Background: an optimization exercise with open tools, aiming at small area. Do not read the settings as production practice.
Only simulation tests tie the RTL to the original design; equivalence was not proved.
The clock input has no modelled driver; a real chip could not lean on it and would need a root buffer or a full tree.
Power figures rest on the tool's default switching activity, not on a simulated workload.

[flow/config.mk]
export PLATFORM = sky130hd
export DESIGN_NAME = rgb_fpga
export DESIGN_NICKNAME = rgb_fpga
export VERILOG_FILES = /design/flow/design.v
export SDC_FILE = /design/flow/constraint.sdc
export NUM_CORES = 4
export LEC_CHECK = 0
export ABC_AREA = 1
export CAP_MARGIN = 20
export CORE_MARGIN = 2
export CORE_UTILIZATION = 50
export SLEW_MARGIN = 20
[flow/constraint.sdc]
create_clock -name core_clock -period 12.0 [get_ports {clk}]
set_input_delay 2.4000 -clock core_clock [delete_from_list [all_inputs] [get_ports {clk}]]
set_output_delay 2.4000 -clock core_clock [all_outputs]
set_load 0.01 [all_outputs]
[flow/design.v]
module KeyDebounce (
    input clk,
    input rst_n,
    input key_in,
    output key_pulse
);
localparam [19:0] P  = 20'h55555;
localparam [19:0] S0 = 20'hC1546;   
localparam [19:0] T0 = S0 ^ P;
localparam [19:0] TP = 20'h7FFFF ^ P;
reg [19:0] t;
wire low_ones = (t[18:0] == TP[18:0]);
wire fb = (t[19] ^ t[16]) | low_ones;
always @(posedge clk or negedge rst_n) begin
    if (!rst_n)
        t <= T0;
    else if (key_in)
        t <= T0;
    else
        t <= {~t[18:0], ~fb};
end
assign key_pulse = low_ones & (t[19] == TP[19]);
endmodule
module LcdDriver(
    input pclk,
    input rst_n,
    output hs,
    output vs,
    output act,            
    output [3:0] xq,
    output [5:0] xr,
    output [3:0] yb,
    output [6:0] ylo
);
reg [3:0] q;
reg [5:0] r;
reg       yw;
reg [3:0] yh;
reg [6:0] yl;
wire blk15  = &q;
wire x_wrap = r[5] & r[0] & (blk15 ? (r[3] & r[2]) : r[4]);
wire yh_last = yh[3];                          
wire y_long = yw & (yh[3] | yh[2]);            
wire y_wrap = yl[6] & yl[5] & yl[1] & yl[0] & (~y_long | yl[3]);
always @(posedge pclk or negedge rst_n) begin
    if (!rst_n) begin
        q  <= 4'd15;
        r  <= 6'd39;
        yw <= 1'b1;
        yh <= 4'd8;
        yl <= 7'd101;
    end else if (x_wrap) begin
        r <= 6'd0;
        q <= q + 4'd1;
        if (blk15) begin
            if (y_wrap) begin
                yl <= 7'd0;
                if (yh_last) begin
                    yh <= 4'd0;
                    yw <= ~yw;
                end else begin
                    yh <= yh + 4'd1;
                end
            end else begin
                yl <= yl + 7'd1;
            end
        end
    end else begin
        r <= r + 6'd1;
    end
end
wire tail = blk15 & (r >= 6'd40);
assign hs = ~(blk15 & (r >= 6'd40) & (r <= 6'd42));
wire last_blk = yw & yh_last;
assign vs = ~(last_blk & ((yl == 7'd102) | (yl == 7'd103) |
                          (yl == 7'd104 & ~tail) | (yl == 7'd101 & tail)));
wire x_act = ~blk15;
wire y_act = ~yw | ~(yh[3] | yh[2]) | (yh == 4'd4 & yl < 7'd34);
assign act = x_act & y_act;
assign xq  = q;
assign xr  = r;
assign yb  = yh;
assign ylo = yl;
endmodule
module DisplaySignal(
    input pclk,
    input rst_n,
    input act,
    input [3:0] xq,
    input [5:0] xr,
    input [3:0] yb,
    input [6:0] ylo,
    output [23:0] pixel_data,
    input btn_next_img
);
wire next_img;
KeyDebounce key_debounce (
    .clk(pclk),
    .rst_n(rst_n),
    .key_in(btn_next_img),
    .key_pulse(next_img)
);
reg d1, d2;
reg [1:0] img_id;
always @(posedge pclk or negedge rst_n) begin
    if (!rst_n) begin
        d1 <= 1'b0;
        d2 <= 1'b0;
        img_id <= 2'd0;
    end else begin
        d1 <= next_img;
        d2 <= d1;
        if (d2)
            img_id <= img_id + 2'd1;
    end
end
wire bar_r = (xq <= 4'd2) | (xq >= 4'd9 & xq <= 4'd11);
wire bar_g = (xq >= 4'd3 & xq <= 4'd5) | (xq >= 4'd9 & xq <= 4'd11);
wire bar_b = (xq >= 4'd6 & xq <= 4'd11);
wire line = (~xq[0] & (xr <= 6'd20)) | (ylo <= 7'd20);
wire [4:0] sum = xq[3:1] + yb;
wire [3:0] ci = (sum >= 5'd9) ? sum - 5'd9 : sum;
reg r7, rl, g7, gl, b7, bl;
always @(*) begin
    r7 = 1'b0; rl = 1'b0; g7 = 1'b0; gl = 1'b0; b7 = 1'b0; bl = 1'b0;
    case (img_id)
        2'd0: begin
            r7 = bar_r; rl = bar_r;
            g7 = bar_g; gl = bar_g;
            b7 = bar_b; bl = bar_b;
        end
        2'd1: begin r7 = 1'b1; rl = 1'b1; end
        2'd2: begin g7 = 1'b1; gl = 1'b1; end
        2'd3: if (!line) begin
            case (ci)
                4'd0: begin r7 = 1'b1; rl = 1'b1; end
                4'd1: begin g7 = 1'b1; gl = 1'b1; end
                4'd2: begin b7 = 1'b1; bl = 1'b1; end
                4'd3: begin g7 = 1'b1; gl = 1'b1; b7 = 1'b1; bl = 1'b1; end
                4'd4: begin r7 = 1'b1; rl = 1'b1; b7 = 1'b1; bl = 1'b1; end
                4'd5: begin r7 = 1'b1; rl = 1'b1; g7 = 1'b1; gl = 1'b1; end
                4'd6: rl = 1'b1;
                4'd7: gl = 1'b1;
                4'd8: bl = 1'b1;
                default: ;
            endcase
        end
    endcase
end
assign pixel_data = act ? {r7, {7{rl}}, g7, {7{gl}}, b7, {7{bl}}} : 24'd0;
endmodule
module rgb_fpga(
    input clk,               
    input rst_n,
    output lcd_reset,
    output lcd_bl,
    output vs,
    output hs,
    output den,
    output [23:0] rgb,
    input btn_next_img
);
    assign lcd_reset = 1'b0;  
    assign lcd_bl = 1'b1;     
    wire [3:0] xq;
    wire [5:0] xr;
    wire [3:0] yb;
    wire [6:0] ylo;
    LcdDriver lcd_driver(
        .pclk(clk),
        .rst_n(rst_n),
        .hs(hs),
        .vs(vs),
        .act(den),
        .xq(xq),
        .xr(xr),
        .yb(yb),
        .ylo(ylo)
    );
    DisplaySignal display_signal(
        .pclk(clk),
        .rst_n(rst_n),
        .act(den),
        .xq(xq),
        .xr(xr),
        .yb(yb),
        .ylo(ylo),
        .pixel_data(rgb),
        .btn_next_img(btn_next_img)
    );
endmodule
[flow/flow/run.sh]
#!/bin/bash
# Own layout flow: the standard ORFS flow with
#  - a stronger ABC area script for the combinational logic (registers are
#    mapped by the standard synthesis steps, unchanged),
#  - the smallest buffer on each input and output port,
#  - CTS without dummy loads and with small clock buffers.
# Each tool's output goes to the ORFS logs under orfs/logs and to the log
# files written here.
set -euo pipefail
W=$(pwd)
F=$W/flow
export MY_ABC_SCRIPT=$F/abc_area.script
make -C "$FLOW_HOME" DESIGN_CONFIG=$W/config.mk WORK_HOME=$W/orfs CLKGATE_MAP_FILE= \
  SYNTH_SCRIPT=$F/synth.tcl POST_CTS_TCL=$F/post_cts.tcl \
  "BUFFER_PORTS_ARGS=-buffer_cell sky130_fd_sc_hd__buf_1" \
  "CTS_ARGS=-sink_clustering_enable -repair_clock_nets -dont_use_dummy_load -buf_list sky130_fd_sc_hd__clkbuf_4" \
  finish > $W/make_finish.log 2>&1
R=$W/orfs/results/$FLOW_PLATFORM/rgb_fpga/base
: # left out here: write the final layout as DEF
[flow/flow/abc_area.script]
strash
dc2
balance -l
resub -K 6 -l
rewrite -l
resub -K 6 -N 2 -l
refactor -l
resub -K 8 -l
balance -l
resub -K 8 -N 2 -l
rewrite -l
resub -K 10 -l
rewrite -z -l
resub -K 10 -N 2 -l
balance -l
resub -K 12 -l
refactor -z -l
resub -K 12 -N 2 -l
rewrite -z -l
balance -l
dch -f
amap -m
[flow/flow/post_cts.tcl]
set block [ord::get_db_block]
set clk_net [$block findNet clk]
set root ""
foreach it [$clk_net getITerms] {
  if { [$it getIoType] == "INPUT" } { set root [$it getInst] }
}
if { $root == "" } { error "no clock root buffer found" }
set root_net [[$root findITerm X] getNet]
set leaves {}
foreach it [$root_net getITerms] {
  if { [$it getIoType] == "INPUT" } { lappend leaves $it }
}
if { [llength $leaves] > 4 } { error "root drives [llength $leaves] pins" }
foreach it $leaves {
  $it disconnect
  $it connect $clk_net
}
puts "post_cts: removed root [$root getName]; clock port drives [llength $leaves] leaf buffers"
odb::dbInst_destroy $root
odb::dbNet_destroy $root_net
# One tie cell drives both constant outputs (conb_1 has a HI and a LO pin).
set ties {}
foreach inst [$block getInsts] {
  if { [[$inst getMaster] getName] == "sky130_fd_sc_hd__conb_1" } { lappend ties $inst }
}
if { [llength $ties] == 2 } {
  set keep [lindex $ties 0]
  set drop [lindex $ties 1]
  foreach pin {HI LO} {
    set dn [[$drop findITerm $pin] getNet]
    if { $dn != "NULL" } {
      set kn [[$keep findITerm $pin] getNet]
      if { $kn != "NULL" } { error "tie cells: both drive $pin" }
      [$drop findITerm $pin] disconnect
      [$keep findITerm $pin] connect $dn
    }
  }
  puts "post_cts: merged tie cell [$drop getName] into [$keep getName]"
  odb::dbInst_destroy $drop
}
detailed_placement
estimate_parasitics -placement
set slew_target 0.115
set up_master [[ord::get_db] findMaster sky130_fd_sc_hd__clkbuf_8]
foreach it $leaves {
  set leaf [$it getInst]
  set out [[$leaf findITerm X] getNet]
  set worst 0.0
  foreach sit [$out getITerms] {
    if { [$sit getIoType] != "INPUT" } { continue }
    set pin [get_pins "[[$sit getInst] getName]/[[$sit getMTerm] getName]"]
    set s [get_property $pin slew_max]
    if { $s > $worst } { set worst $s }
  }
  puts "post_cts: leaf [$leaf getName] ([[$leaf getMaster] getName]) worst sink slew $worst"
  if { $worst > $slew_target } {
    $leaf swapMaster $up_master
    puts "post_cts: upsized [$leaf getName] to [$up_master getName]"
  }
}
detailed_placement
check_placement -verbose
estimate_parasitics -placement
report_clock_skew
[flow/flow/synth.tcl]
# The standard synthesis script, with ABC run on a stronger area script.
proc synth {args} { yosys synth -nofsm -noshare {*}$args }
proc abc {args} {
  set i [lsearch -exact $args -script]
  if { $i >= 0 } { lset args [expr { $i + 1 }] $::env(MY_ABC_SCRIPT) }
  yosys abc {*}$args
}
# Leave adders to ABC rather than mapping them to half and full adder cells.
set ::env(ADDER_MAP_FILE) ""
source $::env(SCRIPTS_DIR)/synth.tcl
# left out here: clear keep_hierarchy, flatten, clean up, hide names made inside functions, write 1_2_yosys.v
[flow/standard.sh]
#!/bin/bash
# synth_recipe.tcl (not shown) runs the flow's synth.tcl, then flattens the netlist and writes it again
# the make line also repeats each setting of config.mk as NAME=value (left out here)
make -C /OpenROAD-flow-scripts/flow DESIGN_CONFIG=/design/flow/config.mk WORK_HOME=/design/flow/orfs CLKGATE_MAP_FILE= SYNTH_SCRIPT=/design/flow/synth_recipe.tcl "${@:-finish}"
==> results.toml, run 1 <==
[status]
outcome = "timing/DRC/antenna clean"

[sta]
final_hold_viol_count = 0
setup-violations-final = 0
drv_slew = 0
period_minus_slack_ps = 5954
fin_tns_setup_ps = 0
max_freq_mhz = 168.0
final_critical_path_setup_slack_ps = 6046
skew_ps = 21.93
slew_headroom_pct = 47.32
timing.final.crit_share_pct = 49.61
rsz0062_at_grt = "false"
worst_pin_slew_ps = 785.4

[critical_path]
worstPathBufferInverterCount = 3
max_stage_delay_ps = 570
worstSetupEndpointType = "output pin"
startpoint_type = "flop"
crit_type = "flop to output pin"
crit_chain = "clkinv_1 > a22oi_1 > nand2_1 > o21a_1 > o21ai_0 > nor3_1 > nor3_1 > o21ai_0 > nor2_1 > clkinv_1 > a21oi_1 > nor2_1 > a21oi_1 > nor2_1 > nor2_1 > o21a_1 > buf_1"
crit_fanout = 8
cp.required_ps = 9600
crit_family = "compound AO/OA/AOI/OAI gates"
cpMostUsedCell = "nor2_1"
critPathArrivalTime_ps = 3550
cp_slowest_cell = "dfstp_2"

[job]
maxCapViolCount = 0

[synthesis]
synth_cells = 257
synth_warnings = 3
yosysSeqAreaShare_pct = 52.60
synthTopCellsByCount = "nor2_1, clkinv_1, dfrtp_1"
yosys_register_bits = 46
synth_area_um2 = 2236
synth_cell_type_count = 31
ys.flop_type = "dfrtp_1"
synthesis.nets = 260
synth_top_area_cell = "dfrtp_1"
synth.area.top_cells = "dfrtp_1, dfstp_2, nor2_1, buf_4, clkinv_1"
synth_edf_count = 0
syn_area_per_cell_um2 = 8.700
yosysMostFrequentCell = "nor2_1"
ys_async_sr_fraction_pct = 100.0
yosysTopAreaCellShare_pct = 29.10

[drt]
postRouteAntennaNets = 0
routed_wl_um = 4034
num_vias = 1698
first_iter_violations = 73
drt_pass1_iterations = 4
viasPerCell = 5.273
post-route-drc-count = 0
routedWlPerCell_um = 12.53

[cts]
clk_pin_slew_ps = 100
cts.sinks = 46
clock_latency_ps = 160

[placed_design]
gp_congestion = 0.7772
port_buffers = 29
dp_worst_setup_slack_ps = 6301
hpwl_um = 3009

[hold_path]
hp-class = "flop to flop"

[floorplan]
core_area_um2 = 4324
rows = 24
pin_count = 32
start_util_pct = 51.71
die_h_um = 70.87
die_w_um = 70.87
die_area_um2 = 5023

[power]
powerDensity_nw_per_um2 = 99.49
pwr-share-clk_pct = 26.6
ir_drop_mv = 0.05978
power.internal_mw = 0.1845
total_power_mw = 0.2296
p_sw_share_pct = 19.61
combPwrFrac_pct = 3.0
switching_power_mw = 0.04502
p_seq_share_pct = 70.4
leakage_nw = 0.9068

[global_route]
grt_max_degree = 47
overflow = 0
grt_pass1_wl_um = 7148
grt_pass1_vias = 1583
antenna_found_initial = 0
grt_usage_pct = 17.67

[layout]
layout.nets = 276
area_growth_pct = 3.190
n_antenna_cell = 0
drive_above_1_share_pct = 9.630
-- placed cells by master (no fill, tap or decap), drive strengths merged, types with 2 or more instances in the layout --
cell type  count
clkbuf         5
dfstp         20
nor2          59
a22oi          3
nand2         20
a21oi         12
nor3          14
o21ai         14
a31oi          2
nand3          4
o21a           6
buf           29
clkinv        30
a211oi         7
nor4           2
dfrtp         26
o211ai         2
-- metal layers --
metal | GRT usage, % | wire length (µm) | share of wire [%] | up-vias
met4 | 4.403 | 40 | 0.99 | 0
met5 | 0 | 0 | 0 | -
met2 | 27.93 | 1751 | 43 | 40
li1 | - | - | - | 871
met3 | 3.419 | 145 | 3.6 | 4
met1 | 25.38 | 2097 | 52 | 783
-- final timing paths --
check	startpoint	to	slack, ps	cells past startpoint
hold reg to reg	display_signal.d1	display_signal.d2	360	0
max in group asynchronous	rst_n	display_signal.key_debounce.t[4]	9290	2
setup / recovery	lcd_driver.q[2]	rgb[23]	6050	17
min in group asynchronous	rst_n	lcd_driver.yl[1]	2300	2
hold / removal	display_signal.d1	display_signal.d2	360	0
setup reg to reg	lcd_driver.q[1]	lcd_driver.yh[3]	8650	14
-- power by group through the flow --
| stage | combinational, mW | clock [mW] | sequential [mW] |
|---|---|---|---|
| after floorplan | 0.00292 | 0 | 0.164 |
| after global placement | 0.00699 | 0 | 0.164 |
| after detailed placement | 0.00709 | 0 | 0.164 |
| after global routing | 0.00833 | 0.0694 | 0.162 |
| final | 0.00685 | 0.0611 | 0.162 |
-- cells by family (layout without fill, tap and decap cells) --
| group | after synthesis | in the layout | synth area share [%] |
|---|---|---|---|
| and+or+nand+nor | 107 | 107 | 20.48 |
| AOI/OAI and AO/OA | 51 | 51 | 14.44 |
| buffers and inverters | 50 | 64 | 11.75 |
| DFF | 46 | 46 | 52.60 |
| other | 2 | 1 | 0.3359 |
| xor gates and xnor gates | 1 | 1 | 0.3918 |
-- cell type report --
class | count | area, µm²
tap | 52 | 65.06
clock buffer | 4 | 42.54
fill | 430 | 2017
multi-input combinational | 160 | 793.3
sequential | 46 | 1176
timing repair buffer | 30 | 117.6
inverter | 30 | 112.6
-- metrics by stage --
stage / instances / hold slack, ps / area (µm²) / util [%]
after detailed placement: 319 / 345.8 / 2268 / 52.46
final: 322 / 359.4 / 2307 / 53.36
after floorplan: 257 / 331.2 / 2236 / -
after global routing: 322 / 368.4 / 2307 / 53.36
after global placement: 319 / 332.6 / 2268 / 52.46
-- flip-flops by register name (all words and copies together) (netlist names) --
name and cells:
display_signal.key_debounce.t 20, lcd_driver.yl 7, lcd_driver.r 6, lcd_driver.q 4, lcd_driver.yh 4, display_signal.img_id 2
display_signal.d1 1, display_signal.d2 1, lcd_driver.yw 1
-- worst reg2reg max path, stage by stage, from the launching register on --
cell and delay, ps:
dfstp_2 570, clkinv_1 120, nor2_1 150, nand3_1 190, nor3_1 390, nand2_1 150, nor2_1 160, clkinv_1 130
nor3_1 450, clkinv_1 310, nor2_1 240, nand2_1 120, nor2_1 140, nor2_1 50, nor2_1 90
==> inputs of run 2 (changes only) <==
--- a/flow/config.mk
+++ b/flow/config.mk
@@ -9,4 +9,5 @@
 export CAP_MARGIN = 20
 export CORE_MARGIN = 2
 export CORE_UTILIZATION = 50
+export PLACE_DENSITY = 0.85
 export SLEW_MARGIN = 20
==> results.toml, run 2 <==
[global_route]
met3_usage_pct = 3.561
grt_pass1_vias = 1586
grt_pass1_wl_um = 6727
met1_usage_pct = 21.25
grt_max_degree = 47
antenna_found_initial = 0
grtUsageMet2_pct = 28.56
overflow = 0
grt_usage_pct = 16.64
grt-busiest-layer = "met2"

[drt]
drt_pass1_iterations = 4
first_iter_violations = 90
num_vias = 1743
postRouteAntennaNets = 0
routed_wl_um = 3880
viasPerCell = 5.430
post-route-drc-count = 0
routedWlPerCell_um = 12.09

[sta]
rsz0062_at_grt = "false"
skew_ps = 23.68
timing.final.crit_share_pct = 50.57
final_critical_path_setup_slack_ps = 5932
slew_headroom_pct = 35.24
fin_tns_setup_ps = 0
drv_slew = 0
final_hold_viol_count = 0
period_minus_slack_ps = 6068
setup-violations-final = 0
worst_pin_slew_ps = 971.4
max_freq_mhz = 164.8

[power]
ir_drop_mv = 0.1137
powerDensity_nw_per_um2 = 99.05
leakage_nw = 0.9018

[layout]
reg.largest.list = "display_signal.key_debounce.t (20), lcd_driver.yl (7), lcd_driver.r (6)"
multi_input_area_um2 = 793.3
n_antenna_cell = 0
largest_reg_flops = 20
finalCoreUtilization_pct = 53.18
stdcell_area_um2 = 2300
area_growth_pct = 2.854
layout_commonest_cell = "nor2_1"
regArea_um2 = 1176
layout.nets = 275
layout_common_cells = "nor2_1, clkinv_1, buf_1, dfrtp_1"
drive_above_1_share_pct = 9.294
layout.cells.non_filler = 321
num-fill-cells = 403
regMostFlops = "display_signal.key_debounce.t"

[floorplan]
die_area_um2 = 5023
core_area_um2 = 4324
start_util_pct = 51.71
rows = 24
die_h_um = 70.87
pin_count = 32
die_w_um = 70.87

[critical_path]
worstRegToRegCells = 12
crit-reg2reg-launch = "lcd_driver.q[1]"
worstSetupEndpointType = "output pin"
crit_start = "lcd_driver.q[2]"
crit_type = "flop to output pin"
rrSetupSlack_ps = 8780
r2r_end = "lcd_driver.yh[2]"
cp.required_ps = 9600
critPathArrivalTime_ps = 3670
startpoint_type = "flop"
crit_fanout = 8

[cts]
clock_latency_ps = 160
cts.sinks = 46
clk_pin_slew_ps = 100

[placed_design]
gp_congestion = 0.9256
hpwl_um = 2883
placed_cell_area_um2 = 2261
port_buffers = 29
dpl.cell_count = 318
dp_worst_setup_slack_ps = 6277

[synthesis]
synth_warnings = 3
synth.area.top_cells = "dfrtp_1, dfstp_2, nor2_1, buf_4, clkinv_1"
ys.flop_type = "dfrtp_1"
synth_area_um2 = 2236
yosysTopAreaCellShare_pct = 29.10
yosysMostFrequentCell = "nor2_1"
synth_top_area_cell = "dfrtp_1"
yosys_register_bits = 46
ys_async_sr_fraction_pct = 100.0
synth_edf_count = 0
synth_cells = 257
synth_cell_type_count = 31
synthesis.nets = 260
syn_area_per_cell_um2 = 8.700
yosysSeqAreaShare_pct = 52.60
synthTopCellsByCount = "nor2_1, clkinv_1, dfrtp_1"

[status]
outcome = "timing/DRC/antenna clean"

[hold_path]
min_from = "display_signal.d1"
whs_path_depth = 0
min_to = "display_signal.d2"
hp-class = "flop to flop"

[job]
maxCapViolCount = 0
## run 2: changes by cell type in the layout (fill, tap and decap cells not counted), sizes merged
cell    previous run  this run
clkbuf             5         4
## run 2: where the power goes
part / switching (mW) / total, mW / internal, mW
combinational: 0.00514 / 0.00650 / 0.00136
sequential: 0.00200 / 0.162 / 0.160
clock: 0.0363 / 0.0596 / 0.0233
## run 2: worst max-delay path by stage
stage | to | slack (ps) | cells after the start
2_1_floorplan | rgb[1] | 6480 | 16
3_3_place_gp | rgb[23] | 6460 | 19
3_5_place_dp | rgb[23] | 6280 | 19
5_1_grt | rgb[23] | 5630 | 19
6_report | rgb[23] | 5930 | 17
## run 2: cells by family (layout without fill, tap and decap cells)
logic type	Yosys count	count (layout)	share of synthesized area (%)
XOR/XNOR	1	1	0.3918
flip-flops	46	46	52.60
AND/OR/NAND/NOR	107	107	20.48
AO/OA/AOI/OAI	51	51	14.44
other	2	1	0.3359
buffers and inverters	50	63	11.75
## run 2: worst max-delay path, cell delays in order (launching register included)
cell and delay [ps]:
dfstp_2 570, clkinv_1 150, a22oi_1 240, nand2_1 110
o21a_1 130, o21ai_0 270, nor3_1 120, nor3_1 240
o21ai_0 170, nor2_1 170, clkinv_1 100, a21oi_1 320
nor2_1 90, a21oi_1 160, nor2_1 50, nor2_1 310
o21a_1 180, buf_1 140
## run 2: through the flow
stage	power [mW]	hold slack [ps]
5_1_grt	0.2370	355.7
3_5_place_dp	0.1711	340.3
3_3_place_gp	0.1707	331.4
2_1_floorplan	0.1668	331.2
6_report	0.2278	354.2
## run 2: final cells by class
type                       count  area share, %
tap                           52          2.829
sequential                    46          51.14
inverter                      30          4.897
timing repair buffer          29          4.788
clock buffer                   4          1.850
multi-input combinational    160          34.49
## run 2: metal layers
layer,share of wire (%),up-vias
li1,-,873
met1,47,821
met2,47,45
met3,4.7,4
met4,1.2,0
met5,0,-
==> inputs of run 3 (changes only) <==
--- a/flow/flow/run.sh
+++ b/flow/flow/run.sh
@@ -1,11 +1,9 @@
 #!/bin/bash
-# Own layout flow: the standard ORFS flow with
-#  - a stronger ABC area script for the combinational logic (registers are
-#    mapped by the standard synthesis steps, unchanged),
-#  - the smallest buffer on each input and output port,
-#  - CTS without dummy loads and with small clock buffers.
-# Each tool's output goes to the ORFS logs under orfs/logs and to the log
-# files written here.
+# Own layout flow: the standard ORFS flow (the standard flow's config.mk) with
+#  - synthesis as the standard script, except that adders are left to ABC
+#    and ABC maps the combinational logic with an area script
+#    (flow/abc_area.script); registers are mapped by the standard steps,
+#  - the smallest buffer (buf_1) on each input and output port,
 set -euo pipefail
 W=$(pwd)
 F=$W/flow
--- a/flow/flow/post_cts.tcl
+++ b/flow/flow/post_cts.tcl
@@ -40,7 +40,7 @@
 }
 detailed_placement
 estimate_parasitics -placement
-set slew_target 0.115
+set slew_target 0.122
 set up_master [[ord::get_db] findMaster sky130_fd_sc_hd__clkbuf_8]
 foreach it $leaves {
   set leaf [$it getInst]
--- a/flow/config.mk
+++ b/flow/config.mk
@@ -9,5 +9,4 @@
 export CAP_MARGIN = 20
 export CORE_MARGIN = 2
 export CORE_UTILIZATION = 50
-export PLACE_DENSITY = 0.85
 export SLEW_MARGIN = 20
==> results.toml, run 3 <==
[sta]
final_hold_viol_count = 0
slew_headroom_pct = 47.32
period_minus_slack_ps = 5954
skew_ps = 21.93
max_freq_mhz = 168.0
worst_pin_slew_ps = 785.4
fin_tns_setup_ps = 0
timing.final.crit_share_pct = 49.61
setup-violations-final = 0
rsz0062_at_grt = "false"
drv_slew = 0

[layout]
layout.nets = 276
layout_common_cells = "nor2_1, clkinv_1, buf_1, dfrtp_1"
regMostFlops = "display_signal.key_debounce.t"
area_growth_pct = 3.190
layout_commonest_cell = "nor2_1"
largest_reg_flops = 20
reg.largest.list = "display_signal.key_debounce.t (20), lcd_driver.yl (7), lcd_driver.r (6)"
n_antenna_cell = 0
regArea_um2 = 1176
drive_above_1_share_pct = 9.630
num-fill-cells = 430
multi_input_area_um2 = 793.3

[hold_path]
hp-class = "flop to flop"

[power]
leakage_nw = 0.9068
ir_drop_mv = 0.05978
powerDensity_nw_per_um2 = 99.49
total_power_mw = 0.2296

[floorplan]
core_area_um2 = 4324
die_w_um = 70.87
die_area_um2 = 5023
pin_count = 32
rows = 24
start_util_pct = 51.71
die_h_um = 70.87

[critical_path]
worstPathBufferInverterCount = 3
cp_slowest_cell = "dfstp_2"
cpMostUsedCell = "nor2_1"
max_stage_delay_ps = 570
cp.required_ps = 9600
startpoint_type = "flop"
critPathArrivalTime_ps = 3550
crit_chain = "clkinv_1 > a22oi_1 > nand2_1 > o21a_1 > o21ai_0 > nor3_1 > nor3_1 > o21ai_0 > nor2_1 > clkinv_1 > a21oi_1 > nor2_1 > a21oi_1 > nor2_1 > nor2_1 > o21a_1 > buf_1"
crit_fanout = 8
crit_family = "compound AO/OA/AOI/OAI gates"
crit_type = "flop to output pin"
worstSetupEndpointType = "output pin"

[placed_design]
gp_congestion = 0.7772
hpwl_um = 3009
port_buffers = 29

[drt]
routedWlPerCell_um = 12.53
viasPerCell = 5.273
routed_wl_um = 4034
drt_pass1_iterations = 4
first_iter_violations = 73
postRouteAntennaNets = 0
post-route-drc-count = 0
num_vias = 1698

[job]
maxCapViolCount = 0

[global_route]
grt_pass1_wl_um = 7148
grt_usage_pct = 17.67
overflow = 0
grt_max_degree = 47
grt_pass1_vias = 1583
antenna_found_initial = 0

[cts]
clock_latency_ps = 160
clk_pin_slew_ps = 100
cts.sinks = 46

[synthesis]
synth.area.top_cells = "dfrtp_1, dfstp_2, nor2_1, buf_4, clkinv_1"
synthXorXnorAreaFrac_pct = 0.3917
yosysMostFrequentCell = "nor2_1"
yosys_register_bits = 46
synth_compound_area_share_pct = 14.44
syn_area_per_cell_um2 = 8.700
yosysSeqAreaShare_pct = 52.60
synthSimpleGateAreaFrac_pct = 20.48
synth_top_family_by_area = "simple AND/OR/NAND/NOR gates"
synth_cells = 257
synthTopCellsByCount = "nor2_1, clkinv_1, dfrtp_1"
synthMuxAreaShare_pct = 0
synthesis.nets = 260
ys.flop_type = "dfrtp_1"
synth_area_um2 = 2236
synth_warnings = 3
synth_cell_type_count = 31
ys_async_sr_fraction_pct = 100.0
synthAdderAreaFrac_pct = 0
yosysTopAreaCellShare_pct = 29.10
synth_edf_count = 0
synth_top_area_cell = "dfrtp_1"

[status]
outcome = "timing/DRC/antenna clean"
run 3: cell counts after synthesis:
Identical to the previous run, type by type.
run 3: cell type report:
| class | instances | area share [%] |
|---|---|---|
| clock buffers | 4 | 1.844 |
| repair buffers | 30 | 5.098 |
| inverters | 30 | 4.881 |
| well taps | 52 | 2.820 |
| multi-input cells | 160 | 34.38 |
| flip-flops and latches | 46 | 50.98 |
run 3: path summary, 6_finish.rpt:
path                       slack (ps)               from                                to  cells after the start
setup / recovery                 6050    lcd_driver.q[2]                           rgb[23]                     17
hold / removal                    360  display_signal.d1                 display_signal.d2                      0
setup reg to reg                 8650    lcd_driver.q[1]                  lcd_driver.yh[3]                     14
hold reg to reg                   360  display_signal.d1                 display_signal.d2                      0
max in group asynchronous        9290              rst_n  display_signal.key_debounce.t[4]                      2
min in group asynchronous        2300              rst_n                  lcd_driver.yl[1]                      2
run 3: logic make-up (layout without fill, tap and decap cells):
family,Yosys count,count (layout)
AO/OA/AOI/OAI,51,51
XOR/XNOR,1,1
buffers and inverters,50,64
flip-flops,46,46
other,2,1
AND/OR/NAND/NOR,107,107
run 3: per-layer routing:
| layer | up-vias | global-route usage [%] | part of all wire (%) |
|---|---|---|---|
| met4 | 0 | 4.403 | 0.99 |
| met5 | - | 0 | 0 |
| met1 | 783 | 25.38 | 52 |
| met2 | 40 | 27.93 | 43 |
| met3 | 4 | 3.419 | 3.6 |
| li1 | 871 | - | - |
run 3: report_power, final:
group          switching [mW]  leakage, nW  internal, mW
registers             0.00196        0.549         0.160
clock network          0.0378       0.0236        0.0233
logic                 0.00528        0.335       0.00157
run 3: per-stage QoR:
step,hold WS [ps],utilization (%),std cells,instance area [µm²],setup slack (ps)
6_report,359.4,53.36,322,2307,6046
5_1_grt,368.4,53.36,322,2307,5490
3_5_place_dp,345.8,52.46,319,2268,6301
3_3_place_gp,332.6,52.46,319,2268,6433
2_1_floorplan,331.2,-,257,2236,6475
==> inputs of run 4 (changes only) <==
==> flow/flow/run.sh (replaced) <==
#!/bin/bash
# Own layout flow: the standard ORFS flow with
#  - a stronger ABC area script for the combinational logic (registers are
#    mapped by the standard synthesis steps, unchanged),
#  - the smallest buffer on each input and output port,
#  - CTS without dummy loads and with small clock buffers.
# Each tool's output goes to the ORFS logs under orfs/logs and to the log
# files written here.
set -euo pipefail
W=$(pwd)
F=$W/flow
export MY_ABC_SCRIPT=$F/abc_area.script
export MY_CLK_ROOT_BUF=sky130_fd_sc_hd__clkbuf_16
make -C "$FLOW_HOME" DESIGN_CONFIG=$W/config.mk WORK_HOME=$W/orfs CLKGATE_MAP_FILE= \
  SYNTH_SCRIPT=$F/synth.tcl \
  "BUFFER_PORTS_ARGS=-buffer_cell sky130_fd_sc_hd__buf_1" \
  "CTS_ARGS=-sink_clustering_enable -repair_clock_nets -dont_use_dummy_load -buf_list sky130_fd_sc_hd__clkbuf_8" \
  finish > $W/make_finish.log 2>&1
R=$W/orfs/results/$FLOW_PLATFORM/rgb_fpga/base
: # left out here: write the final layout as DEF
==> flow/flow/post_cts.tcl (replaced) <==
# Replace the clock tree CTS built (a root buffer and a level of leaf
# buffers) by a single buffer that drives every register clock pin.
set block [ord::get_db_block]
set clk_net [$block findNet clk]
set root ""
foreach it [$clk_net getITerms] {
  if { [$it getIoType] == "INPUT" } { set root [$it getInst] }
}
if { $root == "" } { error "no clock root buffer found" }
set root_net [[$root findITerm X] getNet]
set leaves {}
foreach it [$root_net getITerms] {
  if { [$it getIoType] == "INPUT" } {
    set inst [$it getInst]
    if { [string match "*clkbuf*" [[$inst getMaster] getName]] } { lappend leaves $inst }
  }
}
puts "post_cts: root [$root getName], [llength $leaves] leaf buffers"
foreach leaf $leaves {
  set lnet [[$leaf findITerm X] getNet]
  set sinks {}
  foreach sit [$lnet getITerms] {
    if { [$sit getInst] != $leaf } { lappend sinks $sit }
  }
  foreach sit $sinks {
    $sit disconnect
    $sit connect $root_net
  }
  odb::dbInst_destroy $leaf
  odb::dbNet_destroy $lnet
}
set m [[ord::get_db] findMaster $::env(MY_CLK_ROOT_BUF)]
$root swapMaster $m
puts "post_cts: root is now [[$root getMaster] getName] driving [llength [$root_net getITerms]] pins"
detailed_placement
check_placement -verbose
estimate_parasitics -placement
report_clock_skew
==> results.toml, run 4 <==
[critical_path]
critPathArrivalTime_ps = 3640
rrSetupSlack_ps = 8670
worstSetupEndpointType = "output pin"
cp.required_ps = 9600
r2r_end = "lcd_driver.yh[3]"
crit-reg2reg-launch = "lcd_driver.q[1]"
crit_fanout = 8
crit_type = "flop to output pin"
startpoint_type = "flop"
worstRegToRegCells = 14

[sta]
rsz0062_at_grt = "false"
fin_tns_setup_ps = 0
slew_headroom_pct = 48.89
final_hold_viol_count = 0
drv_slew = 0
max_freq_mhz = 165.5
period_minus_slack_ps = 6043
whs_ps = 359.3
skew_ps = 10.85
worst_pin_slew_ps = 762.1
timing.final.crit_share_pct = 50.36
setup-violations-final = 0

[cts]
cts.sinks = 46
cts_buffers = 5
cts_tree = "built"
cts_setup_buffers = 0
clock_path_buffers = 2
clk_pin_slew_ps = 80
cts_resized = 0
h-tree-depth = 2
hold_buffers = 0
clock_latency_ps = 290
root_buffer = "clkbuf_8"

[synthesis]
synth_warnings = 3
synth_top_area_cell = "dfrtp_1"
synth_area_um2 = 2236
yosys_register_bits = 46
yosysSeqAreaShare_pct = 52.60
synth_cell_type_count = 31
synthTopCellsByCount = "nor2_1, clkinv_1, dfrtp_1"
synth_edf_count = 0
synthesis.nets = 260
yosysMostFrequentCell = "nor2_1"
synth.area.top_cells = "dfrtp_1, dfstp_2, nor2_1, buf_4, clkinv_1"
syn_area_per_cell_um2 = 8.700
yosysTopAreaCellShare_pct = 29.10
synth_cells = 257
ys.flop_type = "dfrtp_1"
ys_async_sr_fraction_pct = 100.0

[layout]
num-fill-cells = 434
layout_common_cells = "nor2_1, clkinv_1, buf_1, dfrtp_1"
reg.largest.list = "display_signal.key_debounce.t (20), lcd_driver.yl (7), lcd_driver.r (6)"
area_growth_pct = 4.533
regMostFlops = "display_signal.key_debounce.t"
drive_above_1_share_pct = 9.926
layout.nets = 277
layout_commonest_cell = "nor2_1"
largest_reg_flops = 20
n_antenna_cell = 0
layout.cells.non_filler = 324

[hold_path]
whs_path_depth = 0
min_to = "display_signal.d2"
min_from = "display_signal.d1"
hp-class = "flop to flop"

[global_route]
overflow = 0
antenna_found_initial = 0
grt_pass1_wl_um = 7182
grt_pass1_vias = 1607
grt_usage_pct = 18.09
grt_max_degree = 47

[drt]
postRouteAntennaNets = 0
num_vias = 1695
routedWlPerCell_um = 12.44
drt_pass1_iterations = 4
post-route-drc-count = 0
first_iter_violations = 86
routed_wl_um = 4029
viasPerCell = 5.231

[placed_design]
gp_congestion = 0.7772
dpl.cell_count = 319
hpwl_um = 3009
port_buffers = 29

[power]
ir_drop_mv = 0.07573
powerDensity_nw_per_um2 = 107.6
leakage_nw = 0.9224

[job]
maxCapViolCount = 0

[floorplan]
rows = 24
die_w_um = 70.87
die_h_um = 70.87
die_area_um2 = 5023
pin_count = 32
core_area_um2 = 4324
start_util_pct = 51.71

[status]
outcome = "timing/DRC/antenna clean"
-- run 4: cell counts after synthesis --
Identical to the previous run, type by type.
-- run 4: through the flow --
stage               utilization (%)  setup WS, ps  total power, mW  instance area (µm²)
floorplan                         -          6475           0.1668                 2236
global placement              52.46          6433           0.1715                 2268
detailed placement            52.46          6301           0.1715                 2268
CTS                           54.05          5964           0.2563                 2337
global route                  54.05          5382           0.2637                 2337
finish                        54.05          5957           0.2516                 2337
-- run 4: final cells by class --
class                   instances  area, µm²  share of cell area [%]
inverters                      30      112.6                   4.818
clock buffers                   5      68.82                   2.944
well taps                      52      65.06                   2.784
flip-flops and latches         46       1176                   50.32
multi-input cells             161      797.0                   34.10
repair buffers                 30      117.6                   5.032
-- run 4: worst max-delay path: stages (launching register included) --
cell and delay, ps:
dfstp_2 560, clkinv_1 160, a22oi_1 230, nand2_1 100, o21a_1 120, o21ai_0 260
nor3_1 120, nor3_1 200, o21ai_0 160, nor2_1 150, clkinv_1 70, a21oi_1 340
nor2_1 90, a21oi_1 150, nor2_1 50, nor2_1 310, o21a_1 170, buf_1 150
-- run 4: power breakdown --
| group | total [mW] | switching, mW | internal, mW |
|---|---|---|---|
| registers | 0.162 | 0.00195 | 0.160 |
| clock network | 0.0832 | 0.0457 | 0.0376 |
| logic | 0.00672 | 0.00515 | 0.00157 |
| total | 0.252 | 0.0528 | 0.199 |
-- run 4: cells by family after synthesis --
family	count (synthesis)	synth area share [%]
other cells	2	0.3359
buf+inv	50	11.75
xor+xnor	1	0.3918
compound gates	51	14.44
simple gates	107	20.48
flops	46	52.60
-- run 4: worst max-delay path by stage --
stage / start / endpoint / slack [ps] / cells after the start
after CTS: lcd_driver.q[2] / rgb[23] / 5960 / 17
after floorplan: lcd_driver.q[2] / rgb[1] / 6480 / 16
final: lcd_driver.q[2] / rgb[23] / 5960 / 17
after detailed placement: lcd_driver.q[2] / rgb[23] / 6300 / 17
after global placement: lcd_driver.q[2] / rgb[23] / 6430 / 19
after global routing: lcd_driver.q[2] / rgb[23] / 5380 / 17
-- run 4: per-layer routing --
metal,GRT usage (%),up-vias,share of wire (%)
met2,27.41,41,42
met3,4.274,7,3.8
met4,6.918,0,1.6
met1,25.47,777,52
li1,-,870,-
met5,0,-,0
==> inputs of run 5 (changes only) <==
--- a/flow/design.v
+++ b/flow/design.v
@@ -42,6 +42,7 @@
 wire yh_last = yh[3];                          
 wire y_long = yw & (yh[3] | yh[2]);            
 wire y_wrap = yl[6] & yl[5] & yl[1] & yl[0] & (~y_long | yl[3]);
+wire line_end = blk15 & r[5] & r[2] & r[1] & r[0];
 always @(posedge pclk or negedge rst_n) begin
     if (!rst_n) begin
         q  <= 4'd15;
@@ -49,10 +50,14 @@
         yw <= 1'b1;
         yh <= 4'd8;
         yl <= 7'd101;
-    end else if (x_wrap) begin
-        r <= 6'd0;
-        q <= q + 4'd1;
-        if (blk15) begin
+    end else begin
+        if (x_wrap) begin
+            r <= 6'd0;
+            q <= q + 4'd1;
+        end else begin
+            r <= r + 6'd1;
+        end
+        if (line_end) begin
             if (y_wrap) begin
                 yl <= 7'd0;
                 if (yh_last) begin
@@ -65,15 +70,11 @@
                 yl <= yl + 7'd1;
             end
         end
-    end else begin
-        r <= r + 6'd1;
     end
 end
-wire tail = blk15 & (r >= 6'd40);
 assign hs = ~(blk15 & (r >= 6'd40) & (r <= 6'd42));
 wire last_blk = yw & yh_last;
-assign vs = ~(last_blk & ((yl == 7'd102) | (yl == 7'd103) |
-                          (yl == 7'd104 & ~tail) | (yl == 7'd101 & tail)));
+assign vs = ~(last_blk & (yl >= 7'd102) & (yl <= 7'd104));
 wire x_act = ~blk15;
 wire y_act = ~yw | ~(yh[3] | yh[2]) | (yh == 4'd4 & yl < 7'd34);
 assign act = x_act & y_act;
==> flow/flow/run.sh (replaced) <==
#!/bin/bash
# Own layout flow: the standard ORFS flow (the standard flow's config.mk) with
#  - synthesis as the standard script, except that adders are left to ABC
#    and ABC maps the combinational logic with several area scripts
#    (flow/abc*.script), keeping the smallest result; registers are mapped by
#    the standard steps before ABC,
#  - the smallest buffer (buf_1) on each input and output port,
set -euo pipefail
W=$(pwd)
F=$W/flow
export MY_FLOW_DIR=$F
make -C "$FLOW_HOME" DESIGN_CONFIG=$W/config.mk WORK_HOME=$W/orfs CLKGATE_MAP_FILE= \
  SYNTH_SCRIPT=$F/synth.tcl POST_CTS_TCL=$F/post_cts.tcl \
  "BUFFER_PORTS_ARGS=-buffer_cell sky130_fd_sc_hd__buf_1" \
  "CTS_ARGS=-sink_clustering_enable -repair_clock_nets -dont_use_dummy_load -buf_list sky130_fd_sc_hd__clkbuf_4 -sink_clustering_size 12 -sink_clustering_max_diameter 60" \
  finish > $W/make_finish.log 2>&1
R=$W/orfs/results/$FLOW_PLATFORM/rgb_fpga/base
: # left out here: write the final layout as DEF
==> flow/flow/abc1.script (new file) <==
strash
dc2
balance -l
resub -K 6 -l
rewrite -l
resub -K 6 -N 2 -l
refactor -l
resub -K 8 -l
balance -l
resub -K 8 -N 2 -l
rewrite -l
resub -K 10 -l
rewrite -z -l
resub -K 10 -N 2 -l
balance -l
resub -K 12 -l
refactor -z -l
resub -K 12 -N 2 -l
rewrite -z -l
balance -l
dch -f
amap -m
==> flow/flow/abc2.script (new file) <==
strash
dc2
balance -l
resub -K 6 -l
rewrite -l
resub -K 6 -N 2 -l
refactor -l
resub -K 8 -l
balance -l
resub -K 8 -N 2 -l
rewrite -l
resub -K 10 -l
rewrite -z -l
resub -K 10 -N 2 -l
balance -l
resub -K 12 -l
refactor -z -l
resub -K 12 -N 2 -l
rewrite -z -l
balance -l
balance -l
resub -K 6 -l
rewrite -l
resub -K 6 -N 2 -l
refactor -l
resub -K 8 -l
balance -l
resub -K 8 -N 2 -l
rewrite -l
resub -K 10 -l
rewrite -z -l
resub -K 10 -N 2 -l
balance -l
resub -K 12 -l
refactor -z -l
resub -K 12 -N 2 -l
rewrite -z -l
balance -l
dch -f
amap
==> flow/flow/abc3.script (new file) <==
strash
&get -n
&deepsyn -I 1 -J 20 -T 100
&put
balance -l
resub -K 6 -l
rewrite -l
resub -K 6 -N 2 -l
refactor -l
resub -K 8 -l
balance -l
resub -K 8 -N 2 -l
rewrite -l
resub -K 10 -l
rewrite -z -l
resub -K 10 -N 2 -l
balance -l
resub -K 12 -l
refactor -z -l
resub -K 12 -N 2 -l
rewrite -z -l
balance -l
dch -f
amap -m
==> flow/flow/abc4.script (new file) <==
strash
&get -n
&deepsyn -I 1 -J 20 -T 100
&put
dch -f
amap -m
==> flow/flow/abc5.script (new file) <==
strash
&get -n
&deepsyn -I 1 -J 20 -S 7 -T 100
&put
balance -l
resub -K 6 -l
rewrite -l
resub -K 6 -N 2 -l
refactor -l
resub -K 8 -l
balance -l
resub -K 8 -N 2 -l
rewrite -l
resub -K 10 -l
rewrite -z -l
resub -K 10 -N 2 -l
balance -l
resub -K 12 -l
refactor -z -l
resub -K 12 -N 2 -l
rewrite -z -l
balance -l
dch -f
amap -m
==> flow/flow/abc6.script (new file) <==
strash
&get -n
&deepsyn -I 1 -J 20 -S 3 -T 100
&put
dch -f
amap -m
==> flow/flow/post_cts.tcl (replaced) <==
set block [ord::get_db_block]
set clk_net [$block findNet clk]
set root ""
foreach it [$clk_net getITerms] {
  if { [$it getIoType] == "INPUT" } { set root [$it getInst] }
}
if { $root == "" } { error "no clock root buffer found" }
set root_net [[$root findITerm X] getNet]
set leaves {}
foreach it [$root_net getITerms] {
  if { [$it getIoType] == "INPUT" } { lappend leaves $it }
}
if { [llength $leaves] > 4 } { error "root drives [llength $leaves] pins" }
foreach it $leaves {
  $it disconnect
  $it connect $clk_net
}
puts "post_cts: removed root [$root getName]; clock port drives [llength $leaves] leaf buffers"
odb::dbInst_destroy $root
odb::dbNet_destroy $root_net
# One tie cell drives both constant outputs (conb_1 has a HI and a LO pin).
set ties {}
foreach inst [$block getInsts] {
  if { [[$inst getMaster] getName] == "sky130_fd_sc_hd__conb_1" } { lappend ties $inst }
}
if { [llength $ties] == 2 } {
  set keep [lindex $ties 0]
  set drop [lindex $ties 1]
  foreach pin {HI LO} {
    set dn [[$drop findITerm $pin] getNet]
    if { $dn != "NULL" } {
      set kn [[$keep findITerm $pin] getNet]
      if { $kn != "NULL" } { error "tie cells: both drive $pin" }
      [$drop findITerm $pin] disconnect
      [$keep findITerm $pin] connect $dn
    }
  }
  puts "post_cts: merged tie cell [$drop getName] into [$keep getName]"
  odb::dbInst_destroy $drop
}
detailed_placement
estimate_parasitics -placement
set slew_target 0.122
set up_master [[ord::get_db] findMaster sky130_fd_sc_hd__clkbuf_8]
foreach it $leaves {
  set leaf [$it getInst]
  set out [[$leaf findITerm X] getNet]
  set worst 0.0
  foreach sit [$out getITerms] {
    if { [$sit getIoType] != "INPUT" } { continue }
    set pin [get_pins "[[$sit getInst] getName]/[[$sit getMTerm] getName]"]
    set s [get_property $pin slew_max]
    if { $s > $worst } { set worst $s }
  }
  puts "post_cts: leaf [$leaf getName] ([[$leaf getMaster] getName]) worst sink slew $worst"
  if { $worst > $slew_target } {
    $leaf swapMaster $up_master
    puts "post_cts: upsized [$leaf getName] to [$up_master getName]"
  }
}
detailed_placement
check_placement -verbose
estimate_parasitics -placement
report_clock_skew
==> flow/flow/synth.tcl (replaced) <==
# The standard synthesis script, with the final ABC mapping of the
# combinational logic tried with several area scripts (flow/abc*.script),
# keeping the smallest result. Registers are mapped before ABC by the
# standard steps and are not touched by it.
proc synth {args} { yosys synth -nofsm -noshare {*}$args }
proc abc {args} {
  set i [lsearch -exact $args -script]
  set l [lsearch -exact $args -liberty]
  set lib [lindex $args [expr { $l + 1 }]]
  set scripts [lsort [glob $::env(MY_FLOW_DIR)/abc*.script]]
  set stat_file $::env(RESULTS_DIR)/abc_try_stat.txt
  yosys design -save pre_abc
  set best_area ""
  set best_k -1
  set k 0
  foreach s $scripts {
    yosys design -load pre_abc
    lset args [expr { $i + 1 }] $s
    yosys abc {*}$args
    yosys tee -q -o $stat_file stat -liberty $lib
    set fh [open $stat_file r]
    set txt [read $fh]
    close $fh
    regexp {Chip area for module '[^']*': ([0-9.]+)} $txt -> area
    puts "ABC script [file tail $s]: area $area"
    yosys design -save abc_try_$k
    if { $best_area eq "" || $area < $best_area } {
      set best_area $area
      set best_k $k
    }
    incr k
  }
  puts "ABC: keeping [file tail [lindex $scripts $best_k]] (area $best_area)"
  yosys design -load abc_try_$best_k
}
# Leave adders to ABC rather than mapping them to half and full adder cells.
set ::env(ADDER_MAP_FILE) ""
source $::env(SCRIPTS_DIR)/synth.tcl
# left out here: clear keep_hierarchy, flatten, clean up, hide names made inside functions, write 1_2_yosys.v
removed: flow/flow/abc_area.script
==> results.toml, run 5 <==
[sta]
worst_pin_slew_ps = 798.4
max_freq_mhz = 183.9
skew_ps = 34.46
fin_tns_setup_ps = 0
drv_slew = 0
slew_headroom_pct = 45.40
period_minus_slack_ps = 5437
setup-violations-final = 0
rsz0062_at_grt = "false"
final_hold_viol_count = 0
timing.final.crit_share_pct = 45.31

[drt]
post-route-drc-count = 0
num_vias = 1606
drt_pass1_iterations = 4
postRouteAntennaNets = 0
first_iter_violations = 63
routedWlPerCell_um = 11.64
routed_wl_um = 3703
viasPerCell = 5.050

[critical_path]
cp.required_ps = 9600
worstSetupEndpointType = "output pin"
crit_type = "flop to output pin"
cp_slowest_cell = "o31ai_1"
cpMostUsedCell = "nand2_1"
max_stage_delay_ps = 640
crit_start = "lcd_driver.q[2]"
crit-reg2reg-launch = "lcd_driver.q[0]"
startpoint_type = "flop"
critPathArrivalTime_ps = 3040
crit_chain = "clkinv_1 > a22oi_1 > nand2_1 > o21ai_0 > nand2_1 > o21ai_0 > nand2_1 > nand2_1 > nor2_1 > a21oi_1 > nor2_1 > o31ai_1 > o21a_1 > buf_1"
crit_fanout = 8

[synthesis]
synth.area.top_cells = "dfrtp_1, dfstp_2, nor2_1, buf_4, clkinv_1"
yosysMostFrequentCell = "nor2_1"
synth_cells = 252
synth_area_um2 = 2220
synthTopCellsByCount = "nor2_1, clkinv_1, dfrtp_1"
synth_cell_type_count = 35
synthesis.nets = 255
syn_area_per_cell_um2 = 8.808
yosysSeqAreaShare_pct = 52.99
synth_top_area_cell = "dfrtp_1"
synth_edf_count = 0
yosysTopAreaCellShare_pct = 29.31
yosys_register_bits = 46
ys.flop_type = "dfrtp_1"
ys_async_sr_fraction_pct = 100.0
synth_warnings = 3

[hold_path]
min_from = "display_signal.d1"
hp-class = "flop to flop"

[power]
powerDensity_nw_per_um2 = 99.92
leakage_nw = 0.9099
total_power_mw = 0.2297
ir_drop_mv = 0.06526

[layout]
n_antenna_cell = 0
largest_reg_flops = 20
regMostFlops = "display_signal.key_debounce.t"
drive_above_1_share_pct = 10.15
num-fill-cells = 422
area_growth_pct = 3.551
layout.nets = 272
layout_commonest_cell = "nor2_1"
layout_common_cells = "nor2_1, buf_1, clkinv_1, dfrtp_1, nand2_1"
reg.largest.list = "display_signal.key_debounce.t (20), lcd_driver.yl (7), lcd_driver.r (6)"

[cts]
clk_pin_slew_ps = 100
cts.sinks = 46
clock_latency_ps = 170

[floorplan]
start_util_pct = 51.33
rows = 24
pin_count = 32
die_w_um = 70.63
die_h_um = 70.63
die_area_um2 = 4988
core_area_um2 = 4324

[status]
outcome = "timing/DRC/antenna clean"

[placed_design]
gp_congestion = 0.8590
port_buffers = 29
hpwl_um = 2830

[job]
maxCapViolCount = 0

[global_route]
grt_pass1_vias = 1551
antenna_found_initial = 0
grt_pass1_wl_um = 6803
grt_usage_pct = 16.92
grt_max_degree = 47
overflow = 0
[run 5: cell count changes in the layout (fill, tap and decap cells not counted), sizes merged, moves of 2 or more]
cell,previous run,this run
a211oi,7,2
nor2,59,63
nor3,14,10
clkinv,30,27
o21ai,14,11
or2,0,3
a21oi,12,10
nand3,4,2
nor2b,1,3
[run 5: routing by layer]
layer,global-route usage (%),wire length [µm],vias up
li1,-,-,848
met1,24.74,1934,718
met2,25.89,1561,35
met3,3.419,162,5
met4,4.822,46,0
met5,0,0,-
[run 5: cell families (layout without fill, tap and decap cells)]
kind of cell,count (synthesis),count (layout),share of synthesized area (%)
AO/OA/AOI/OAI,45,45,13.13
other,2,1,0.3383
XOR/XNOR,1,1,0.3947
AND/OR/NAND/NOR,111,111,21.82
flip-flops,46,46,52.99
buffers and inverters,47,62,11.33
[run 5: cell type report]
class / count / area (µm²) / area share, %
Clock buffer: 4 / 42.54 / 1.851
Timing Repair Buffer: 31 / 125.1 / 5.444
Tap cell: 52 / 65.06 / 2.831
Multi-Input combinational cell: 158 / 788.3 / 34.30
Inverter: 27 / 101.3 / 4.409
Sequential cell: 46 / 1176 / 51.17
[run 5: critical path, delay by kind of cell, from the launching register on]
kind	cells	cell delay, ps
flip-flops	1	600
AND/OR/NAND/NOR	6	550
AO/OA/AOI/OAI	6	1470
buffers and inverters	2	260
[run 5: report_power, final]
group	internal, mW	switching (mW)
Sequential	0.160	0.00195
Clock	0.0233	0.0380
Combinational	0.00167	0.00502
[run 5: path summary, 6_finish.rpt]
path	endpoint	slack, ps	cells after the start
min in group asynchronous	display_signal.img_id[1]	2290	2
max	rgb[15]	6560	14
min reg2reg	display_signal.d2	360	0
max reg2reg	lcd_driver.yh[3]	9040	12
max in group asynchronous	display_signal.key_debounce.t[14]	9290	2
min	display_signal.d2	360	0
[run 5: per-stage QoR]
| stage | utilization [%] | instance area, µm² | hold WS [ps] | setup slack (ps) | instances |
|---|---|---|---|---|---|
| 5_1_grt | 53.15 | 2298 | 367.2 | 6055 | 318 |
| 3_3_place_gp | 52.26 | 2260 | 332.7 | 6883 | 315 |
| 3_5_place_dp | 52.26 | 2260 | 334.7 | 6779 | 315 |
| 2_1_floorplan | - | 2220 | 331.2 | 6893 | 252 |
| 6_report | 53.15 | 2298 | 355.3 | 6563 | 318 |
==> inputs of run 6 (changes only) <==
--- a/flow/flow/run.sh
+++ b/flow/flow/run.sh
@@ -12,7 +12,7 @@
 make -C "$FLOW_HOME" DESIGN_CONFIG=$W/config.mk WORK_HOME=$W/orfs CLKGATE_MAP_FILE= \
   SYNTH_SCRIPT=$F/synth.tcl POST_CTS_TCL=$F/post_cts.tcl \
   "BUFFER_PORTS_ARGS=-buffer_cell sky130_fd_sc_hd__buf_1" \
-  "CTS_ARGS=-sink_clustering_enable -repair_clock_nets -dont_use_dummy_load -buf_list sky130_fd_sc_hd__clkbuf_4 -sink_clustering_size 12 -sink_clustering_max_diameter 60" \
+  "CTS_ARGS=-sink_clustering_enable -repair_clock_nets -dont_use_dummy_load -buf_list sky130_fd_sc_hd__clkbuf_4" \
   finish > $W/make_finish.log 2>&1
 R=$W/orfs/results/$FLOW_PLATFORM/rgb_fpga/base
 : # left out here: write the final layout as DEF
==> results.toml, run 6 <==
[status]
outcome = "timing/DRC/antenna clean"

[placed_design]
gp_congestion = 0.8590
dp_worst_setup_slack_ps = 6779
hpwl_um = 2830
port_buffers = 29

[critical_path]
crit_start = "lcd_driver.q[2]"
critPathArrivalTime_ps = 3040
startpoint_type = "flop"
worstRegToRegCells = 12
r2r_end = "lcd_driver.yh[3]"
cp.required_ps = 9600
crit_fanout = 8
crit_type = "flop to output pin"
endpoint = "rgb[15]"
rrSetupSlack_ps = 9040
worstSetupEndpointType = "output pin"
crit-reg2reg-launch = "lcd_driver.q[0]"

[synthesis]
synth_cell_type_count = 35
synth_warnings = 3
synth_top_area_cell = "dfrtp_1"
syn_area_per_cell_um2 = 8.808
yosysMostFrequentCell = "nor2_1"
ys_async_sr_fraction_pct = 100.0
synth.area.top_cells = "dfrtp_1, dfstp_2, nor2_1, buf_4, clkinv_1"
synth_edf_count = 0
synthTopCellsByCount = "nor2_1, clkinv_1, dfrtp_1"
synth_area_um2 = 2220
synthesis.nets = 255
ys.flop_type = "dfrtp_1"
yosysTopAreaCellShare_pct = 29.31
synth_cells = 252
yosysSeqAreaShare_pct = 52.99
yosys_register_bits = 46

[cts]
cts.sinks = 46
clock_latency_ps = 170
clk_pin_slew_ps = 100

[layout]
finalCoreUtilization_pct = 53.15
regArea_um2 = 1176
area_growth_pct = 3.551
num-fill-cells = 422
drive_above_1_share_pct = 10.15
layout.nets = 272
regMostFlops = "display_signal.key_debounce.t"
largest_reg_flops = 20
n_antenna_cell = 0
layout_commonest_cell = "nor2_1"
reg.largest.list = "display_signal.key_debounce.t (20), lcd_driver.yl (7), lcd_driver.r (6)"
multi_input_area_um2 = 788.3
layout_common_cells = "nor2_1, buf_1, clkinv_1, dfrtp_1, nand2_1"

[sta]
skew_ps = 34.46
final_hold_viol_count = 0
drv_slew = 0
max_freq_mhz = 183.9
timing.final.crit_share_pct = 45.31
worst_pin_slew_ps = 798.4
rsz0062_at_grt = "false"
slew_headroom_pct = 45.40
final_critical_path_setup_slack_ps = 6563
setup-violations-final = 0
fin_tns_setup_ps = 0
whs_ps = 355.3
period_minus_slack_ps = 5437

[floorplan]
die_w_um = 70.63
pin_count = 32
die_h_um = 70.63
die_area_um2 = 4988
core_area_um2 = 4324
rows = 24
start_util_pct = 51.33

[drt]
wl_met3_um = 162
first_iter_violations = 63
routed_wl_um = 3703
routed.top_layer = "met4"
routedWlPerCell_um = 11.64
drt_pass1_iterations = 4
route.met2.wl_um = 1561
num_vias = 1606
postRouteAntennaNets = 0
post-route-drc-count = 0
met1_length_um = 1934
viasPerCell = 5.050

[power]
leakage_nw = 0.9099
total_power_mw = 0.2297
powerDensity_nw_per_um2 = 99.92
ir_drop_mv = 0.06526

[hold_path]
hp-class = "flop to flop"

[global_route]
grt_pass1_wl_um = 6803
grt_max_degree = 47
overflow = 0
grt_usage_pct = 16.92
grt_pass1_vias = 1551
antenna_found_initial = 0

[job]
maxCapViolCount = 0
==> run 6: cell counts after synthesis <==
No cell type changed its count.
==> run 6: metrics by stage <==
| stage | cell area, µm² | std cells |
|---|---|---|
| after global routing | 2298 | 318 |
| final | 2298 | 318 |
| after floorplan | 2220 | 252 |
| after global placement | 2260 | 315 |
| after detailed placement | 2260 | 315 |
==> run 6: report_power, final <==
group          internal (mW)  switching [mW]
registers              0.160         0.00195
logic                0.00167         0.00502
clock network         0.0233          0.0380
total                  0.185          0.0450
==> run 6: kinds of logic (layout without fill, tap and decap cells) <==
logic type / after synthesis / after routing / synth area share (%)
compound gates: 45 / 45 / 13.13
other cells: 2 / 1 / 0.3383
flops: 46 / 46 / 52.99
buf+inv: 47 / 62 / 11.33
simple gates: 111 / 111 / 21.82
xor+xnor: 1 / 1 / 0.3947
==> run 6: cell type report <==
class	count	area share, %
Clock buffer	4	1.851
Inverter	27	4.409
Multi-Input combinational cell	158	34.30
Sequential cell	46	51.17
Tap cell	52	2.831
Timing Repair Buffer	31	5.444
==> run 6: how the worst min path moves through the flow <==
stage	cells past startpoint	to	start
5_1_grt	0	display_signal.d2	display_signal.d1
6_report	0	display_signal.d2	display_signal.d1
3_3_place_gp	0	display_signal.d2	display_signal.d1
2_1_floorplan	0	display_signal.d2	display_signal.d1
3_5_place_dp	0	display_signal.d2	display_signal.d1
==> run 6: worst max-delay path: stages (launching register included) <==
cell	delay (ps)
dfstp_2	600
clkinv_1	110
a22oi_1	220
nand2_1	90
o21ai_0	90
nand2_1	110
o21ai_0	110
nand2_1	100
nand2_1	80
nor2_1	80
a21oi_1	200
nor2_1	90
o31ai_1	640
o21a_1	210
buf_1	150
==> run 6: layer usage <==
metal	GRT usage, %	vias to the layer above
li1	-	848
met1	24.74	718
met2	25.89	35
met3	3.419	5
met4	4.822	0
met5	0	-

[port drivers added, routing unchanged]
How much do the figures lean on ideal ports? The routed layouts below were timed once more, with nothing changed but the port constraints. Step 1 sets driving cells, clkbuf_16 on the clock port and buf_2 on the other inputs (assumed; they add their load-dependent delay and slew). Step 2, shift: input delay + t, output delay - t, t = (earliest + latest rising clock arrival at the registers) / 2. This alone moves slack from input paths to output paths. Slacks: ideal / step 1 / step 2; pairs: ideal / step 1.
run | t (ns) | setup slack, ns | hold slack, ns | pins driven straight from the clock port
run 1 | 0.198 | 6.046 / 5.999 / 6.197 | 0.359 / 0.359 / 0.359 | 4
run 2 | 0.200 | 5.932 / 5.883 / 6.083 | 0.354 / 0.354 / 0.354 | 4
run 3 | 0.198 | 6.046 / 5.999 / 6.197 | 0.359 / 0.359 / 0.359 | 4
run 4 | 0.314 | 5.957 / 5.931 / 6.245 | 0.359 / 0.359 / 0.359 | 1
run 5 | 0.199 | 6.563 / 6.516 / 6.714 | 0.355 / 0.355 / 0.355 | 4
run 6 | 0.199 | 6.563 / 6.516 / 6.714 | 0.355 / 0.355 / 0.355 | 4
After both steps every run listed still meets setup and hold.
